This design comes from an exercise in tuning for small area, a short achievable clock period and few clock cycles per item on the open sky130 flow, not from production work.
In this exercise RTL edits were held to simulation tests only and were not proved equivalent to the original.
No activity file was given, so power comes from the tool's default toggle rates.

**flow/design.v**
```verilog
module JAM(
	input wire CLK,
	input wire RST,
	input wire [6:0] Cost,
	output reg [2:0] W,
	output reg [2:0] J,
	output reg [3:0] MatchCount,
	output reg [9:0] MinCost,
	output reg  Valid
);
	localparam [2:0] ST_P1 = 3'd0, ST_P2 = 3'd1, ST_X = 3'd2,
	                 ST_SRCH = 3'd3, ST_POP = 3'd4, ST_DONE = 3'd5;
	reg [2:0] st;
	reg [5:0] cnt;
	reg [6:0] v [0:7];      
	reg [6:0] u [0:7];      
	reg [2:0] s [0:7];      
	reg [4:0] key [0:7];    
	reg [2:0] id [0:7];     
	reg [2:0] jsel [0:6];   
	reg [6:0] mn, m2;
	reg [2:0] am;
	reg [2:0] d;
	reg [2:0] j;
	reg [7:0] mask;
	reg [9:0] S;
	integer k;
	wire [2:0] dm1 = d - 3'd1;
	wire       pop = (st == ST_POP);
	wire [2:0] lvl = pop ? dm1 : d;
	wire [2:0] row = id[lvl];
	wire [2:0] col = pop ? jsel[dm1] : j;
	always @(*) begin
		case (st)
			ST_P1:   begin W = cnt[2:0]; J = cnt[5:3]; end
			ST_P2:   begin W = cnt[5:3]; J = cnt[2:0]; end
			default: begin W = row;      J = col;      end
		endcase
	end
	always @(*) Valid = (st == ST_DONE);
	wire [6:0] x  = (st == ST_P1) ? Cost : (Cost - v[cnt[2:0]]);
	wire       first = (cnt[2:0] == 3'd0);
	wire       lt1 = x < mn;
	wire       lt2 = x < m2;
	wire [6:0] gap  = m2 - mn;
	wire [4:0] kn   = (gap > 7'd31) ? 5'd31 : gap[4:0];
	wire [2:0] rn   = (st == ST_X) ? 3'd7 : (cnt[5:3] - 3'd1);
	wire       ins  = (st == ST_X) || (st == ST_P2 && first && cnt[5:3] != 3'd0);
	wire       addm = (st == ST_X) || (st == ST_P2 && first) || (st == ST_P1 && first && cnt != 6'd0);
	reg [7:0] ge;
	reg [2:0] id_n [0:7];
	reg [4:0] key_n [0:7];
	always @(*) begin
		for (k = 0; k < 8; k = k + 1)
			ge[k] = (k < rn) && (key[k] >= kn);
		for (k = 0; k < 8; k = k + 1) begin
			if (ge[k]) begin
				id_n[k] = id[k]; key_n[k] = key[k];
			end else if (k == 0) begin
				id_n[k] = rn; key_n[k] = kn;
			end else if (ge[k-1]) begin
				id_n[k] = rn; key_n[k] = kn;
			end else begin
				id_n[k] = id[k-1]; key_n[k] = key[k-1];
			end
		end
	end
	function [3:0] nextcol;
		input [7:0] m;
		input [2:0] s0;
		input [2:0] c0;
		input       from0;
		reg [7:0] rm;
		reg [2:0] off;
		reg [2:0] q;
		reg       f;
		integer n;
		begin
			rm = (m >> s0) | (m << (4'd8 - s0));
			off = c0 - s0;
			f = 1'b0;
			q = 3'd0;
			for (n = 7; n >= 0; n = n - 1)
				if (!rm[n] && (from0 || n > off)) begin
					f = 1'b1;
					q = n;
				end
			nextcol = {f, q + s0};
		end
	endfunction
	wire [7:0] onej   = 8'd1 << col;
	wire [7:0] mask_l = pop ? (mask & ~onej) : mask;     
	wire [3:0] nx     = nextcol(mask_l, s[row], col, 1'b0);
	wire [2:0] dp1    = d + 3'd1;
	wire [3:0] fc     = nextcol(mask | onej, s[id[dp1]], 3'd0, 1'b1);
	wire [7:0] uv  = u[row] + v[col];
	wire [9:0] A   = pop ? (S + {2'b00, uv}) : (S - {2'b00, uv});
	wire [9:0] nw  = pop ? (A - {3'b000, Cost}) : (A + {3'b000, Cost});
	wire [10:0] thr = {1'b0, MinCost} - {1'b0, A};
	wire gt = thr[10] || ({3'b000, Cost} > thr[9:0]);
	wire eq = !thr[10] && ({3'b000, Cost} == thr[9:0]);
	wire leaf = (d == 3'd7);
	always @(posedge CLK or posedge RST) begin
		if (RST) begin
			st <= ST_P1;
			cnt <= 6'd0;
			d <= 3'd0;
			mask <= 8'd0;
			MinCost <= 10'h3ff;
			MatchCount <= 4'd0;
		end else begin
			case (st)
				ST_P1: begin
					cnt <= cnt + 6'd1;
					if (cnt == 6'd63) st <= ST_P2;
				end
				ST_P2: begin
					cnt <= cnt + 6'd1;
					if (cnt == 6'd63) st <= ST_X;
				end
				ST_X: begin
					st <= ST_SRCH;
				end
				ST_SRCH: begin
					if (!gt && !leaf) begin
						mask <= mask | onej;
						d <= dp1;
					end else if (!nx[3]) begin
						st <= ST_POP;
					end
					if (!gt && leaf) begin
						if (eq) MatchCount <= MatchCount + 4'd1;
						else begin
							MinCost <= nw;
							MatchCount <= 4'd1;
						end
					end
				end
				ST_POP: begin
					if (d == 3'd0) st <= ST_DONE;
					else begin
						d <= dm1;
						mask <= mask_l;
						if (nx[3]) st <= ST_SRCH;
					end
				end
				default: ;
			endcase
		end
	end
	always @(posedge CLK) begin
		if (st == ST_P1 || st == ST_P2) begin
			if (first) begin
				mn <= x; m2 <= 7'h7f; am <= 3'd0;
			end else if (lt1) begin
				mn <= x; m2 <= mn; am <= cnt[2:0];
			end else if (lt2) begin
				m2 <= x;
			end
		end
		if (st == ST_P1 && cnt[2:0] == 3'd7)
			v[cnt[5:3]] <= lt1 ? x : mn;
		if (st == ST_P1 && cnt == 6'd0)
			S <= 10'd0;
		else if (addm)
			S <= S + {3'b000, mn};
		if (ins) begin
			u[rn] <= mn;
			s[rn] <= am;
			for (k = 0; k < 8; k = k + 1) begin
				id[k] <= id_n[k];
				key[k] <= key_n[k];
			end
		end
		if (st == ST_X)
			j <= (id_n[0] == 3'd7) ? am : s[id_n[0]];
		if (st == ST_SRCH) begin
			if (!gt && !leaf) begin
				jsel[d] <= j;
				S <= nw;
				j <= fc[2:0];
			end else if (nx[3]) begin
				j <= nx[2:0];
			end
		end
		if (st == ST_POP && d != 3'd0) begin
			S <= nw;
			j <= nx[2:0];
		end
	end
endmodule
```
**flow/run.sh**
```bash
#!/bin/bash
# synth_recipe.tcl (not shown) runs the flow's synth.tcl, then flattens the netlist and writes it again
# the make line also repeats each setting of config.mk as NAME=value (left out here)
make -C /OpenROAD-flow-scripts/flow DESIGN_CONFIG=/design/flow/config.mk WORK_HOME=/design/flow/orfs CLKGATE_MAP_FILE= SYNTH_SCRIPT=/design/flow/synth_recipe.tcl finish
```
**flow/config.mk**
```make
export PLATFORM = sky130hd
export DESIGN_NAME = JAM
export DESIGN_NICKNAME = JAM
export VERILOG_FILES = /design/flow/design.v
export SDC_FILE = /design/flow/constraint.sdc
export NUM_CORES = 4
export LEC_CHECK = 0
export CAP_MARGIN = 20
export CORE_MARGIN = 2
export CORE_UTILIZATION = 40
export SLEW_MARGIN = 20
```
**flow/constraint.sdc**
```tcl
create_clock -name core_clock -period 20.0 [get_ports {CLK}]
set_input_delay 4.0000 -clock core_clock [delete_from_list [all_inputs] [get_ports {CLK}]]
set_output_delay 4.0000 -clock core_clock [all_outputs]
set_load 0.01 [all_outputs]
```
==> results.cfg <==
[synth]
synth_edf_count = 233
postSynthRegisterBits = 280
yosys.area.top_type_share = 0.360
most_frequently_used_flop_master_after_synthesis = sky130_fd_sc_hd__edfxtp_1
synth_warnings = 5
syn-num-nets = 2126
post_synthesis_cell_area_um2 = 19500
yosys.cell_types.count = 101
cell_type_with_the_largest_total_area_after_synthesis = sky130_fd_sc_hd__edfxtp_1
cells_after_synthesis = 1981
ys_seq_area_frac = 0.417
ys_async_sr_fraction = 0.121
avgSynthCellArea_um2 = 9.82
synth_top_cells_by_area = sky130_fd_sc_hd__edfxtp_1 (36%), sky130_fd_sc_hd__ha_1 (8.1%), sky130_fd_sc_hd__nand2_1 (4.7%)

[drt]
detailedRoute.firstPassIterationCount = 8
drt_first_iter_violations = 1227
vias_per_cell = 5.80
drc_errors = 0
detail_route.wl_per_cell_um = 20.1
drtAntennaViolNets = 0
route.final.wire_length_um = 52700
via_count = 15200

[timing]
final_hold_viol_count = 0
grt_setup_unrepaired = no
slew_headroom = 0.265
timing.final.crit_share = 0.524
setup_viol_count_final = 0
timing.setup.tns_ps = 0
skew_ps = 28.9
period_minus_slack_ps = 10490
holdWs_ps = 489
maxSlewViolCount = 0
finalWorstSetupSlack_ps = 9510
worst-slew-pin-transition_ps = 1090
max_freq_mhz = 95.3

[die]
floorplan.die.width_um = 225
die_y_um = 225
floorplan.die_area_um2 = 50400
rows = 80
core_area_um2 = 47800
floorplan.initialDensity = 0.407
pin_count = 30

[final_layout]
nets = 2123
multiInputGateArea_um2 = 10600
areaGrowthSynthToFinish_pct = 10.4
drive_gt1_frac = 0.0909
final.fill_count = 4486
layoutNonFillerInstCount = 2617
postLayoutCoreUtil = 0.449
regArea_um2 = 8120
antenna_cells = 0

[worst_setup_path]
crit_fanout = 28
worst_ep_arrival_time_ps = 10950
worstReg2RegStart = d[0]
crit_path_max_incr_delay_ps = 850
worstSetupPathDepth = 36
crit_buf_inv = 2
worstSetupEndpointType = flip-flop
crit_type = flip-flop to flip-flop
crit_path_top_delay_cell = sky130_fd_sc_hd__xnor2_1
cpLargestDelayFamily = compound AO/OA/AOI/OAI gates
crit_path_start_kind = flip-flop
required_ps = 20460
ff2ff_path_depth = 36
timing.reg2reg.setup_slack_ps = 9510

[placement]
count_of_buffers_from_port_buffering = 29
dpl.cell_count = 2561
finalWeightedCongestion = 0.871
hpwl_um = 39000
post_place_worst_slack_ps = 9650

[power]
vdd_drop_max_v = 0.000172
leakage_uw = 0.00847
power-per-cell-area_nw_per_um2 = 174

[global_route]
first_pass_grt_wire_length_um = 82600
grt-ovfl-total = 0
gr-usage-all-layers = 0.208
antenna_found_initial = 1
grt_pass1_vias = 14800
pin_count_of_the_biggest_net_entering_global_routing = 38

[worst_hold_path]
hold_path.startpoint = MatchCount[3]
worst_hold_path.endpoint = MatchCount[3]
min-delay-path-class = flip-flop to flip-flop
min_path_cells = 1

[clock_tree]
cts_hold_repair.buffers = 0
tritoncts = yes
post_cts_resize_count = 0
cts_clock_pin_slew_for_the_worst_setup_and_hold_paths_ps = 70
cts.htree.levels = 1
clock_tree.root_cell = sky130_fd_sc_hd__clkbuf_16
postCtsSetupRepairBufs = 0
cts_made_buffers = 30
cts.path.max_buffers = 3
later_pin_clock_latency_in_the_skew_report_ps = 600
cts.sinks = 280

[status]
status = finished clean

[job]
max_cap_violations = 0
==> cell usage after synthesis (all sizes together) (25+ instances only) <==
cell type	count
nor3	42
a21oi	114
clkbuf	69
ha	126
a21o	37
mux2	27
o211ai	25
nand3	69
mux2i	72
o21ai	144
xnor2	56
buf	25
nor2	139
nand2b	48
edfxtp	233
inv	100
nand2	247
==> metrics by stage <==
step,cell area [µm²],power [µW]
after CTS,21500,3750
after floorplan,19500,2560
after detailed placement,20400,3130
final,21500,3740
after global placement,20400,3110
after global routing,21500,4070
==> registers in the layout, summed over array words and instances, names as in the netlist, named ones only <==
register	count
S	10
d	3
MatchCount	4
cnt	6
MinCost	10
v	56
key	35
id	24
s	24
am	3
jsel	21
mn	7
u	56
m2	7
j	3
st	3
==> layout by cell type (no fill, tap or decap), types with 30 or more instances in the layout <==
cell type	Yosys	final
sky130_fd_sc_hd__buf_4	2	30
sky130_fd_sc_hd__edfxtp_1	233	233
sky130_fd_sc_hd__nand3_1	68	68
sky130_fd_sc_hd__xnor2_1	54	54
sky130_fd_sc_hd__nand2b_1	48	48
sky130_fd_sc_hd__mux2i_1	72	72
sky130_fd_sc_hd__clkbuf_16	0	30
sky130_fd_sc_hd__nor2_1	139	137
sky130_fd_sc_hd__inv_1	97	97
sky130_fd_sc_hd__nor3_1	41	41
sky130_fd_sc_hd__o21ai_0	139	138
sky130_fd_sc_hd__nand2_1	246	246
sky130_fd_sc_hd__ha_1	126	126
sky130_fd_sc_hd__a21oi_1	111	111
sky130_fd_sc_hd__a21o_1	37	37
==> cell families after synthesis <==
| family | Yosys count | synth area share |
|---|---|---|
| AND/OR/NAND/NOR | 662 | 0.161 |
| AO/OA/AOI/OAI | 502 | 0.171 |
| flip-flops | 280 | 0.417 |
| buffers and inverters | 198 | 0.0409 |
| adder cells (fa/ha/maj) | 138 | 0.0924 |
| multiplexers | 122 | 0.0793 |
| XOR/XNOR | 79 | 0.0371 |
==> worst max path at each step <==
stage	startpoint	to	slack, ps
floorplan	st[1]	jsel[0][0]	11310
global placement	d[0]	flip-flop	9880
detailed placement	d[0]	flip-flop	9650
CTS	d[0]	jsel[4][1]	9600
global route	d[0]	flip-flop	8590
finish	d[0]	flip-flop	9510
==> layer usage <==
layer | vias to the layer above | GRT usage | part of all wire
met1 | 7363 | 0.277 | 0.44
met3 | 75 | 0.0261 | 0.056
met5 | - | 0 | 0
li1 | 7319 | - | -
met2 | 428 | 0.355 | 0.48
met4 | 0 | 0.0626 | 0.027
==> report_power, final <==
group	switching [µW]	leakage (µW)	internal, µW
clock	237	0.000512	366
sequential	60.7	0.00263	735
combinational	1410	0.00533	931
==> cell type report <==
class	instances	share of cell area
Inverter	104	0.0183
Multi-Input combinational cell	1503	0.495
Clock buffer	38	0.0364
Timing Repair Buffer	59	0.0240
Tap cell	615	0.0358
Clock inverter	18	0.0129
Sequential cell	280	0.378
Testbench counts, summed over its fixed seeds: cycles 5,747, items 24.

==> re-timing with driven ports <==
The results above use ideal ports. As a check the final layout listed here was re-extracted and re-timed, cells and wires unchanged. Step 1: set_driving_cell puts a clkbuf_16 on CLK and a buf_2 on each other input, an assumption about the parent block. Step 2 moves the port delays by t, midway between the first and last clock arrival at a register: inputs arrive t later, outputs are due t later. That takes back most of the time a late clock gives input paths. Three values: ideal ports, drivers, drivers and shift; two values: the first two.
shift t [ns]: 0.637
slack for setup (ns): 9.512 / 9.512 / 9.512
worst hold slack (ns): 0.489 / 0.489 / 0.489
cell pins on the clock port's net: 1
After both steps this run still meets setup and hold. The setup slack of this run moves by 0.000 ns with the drivers and by 0.000 ns with both steps.
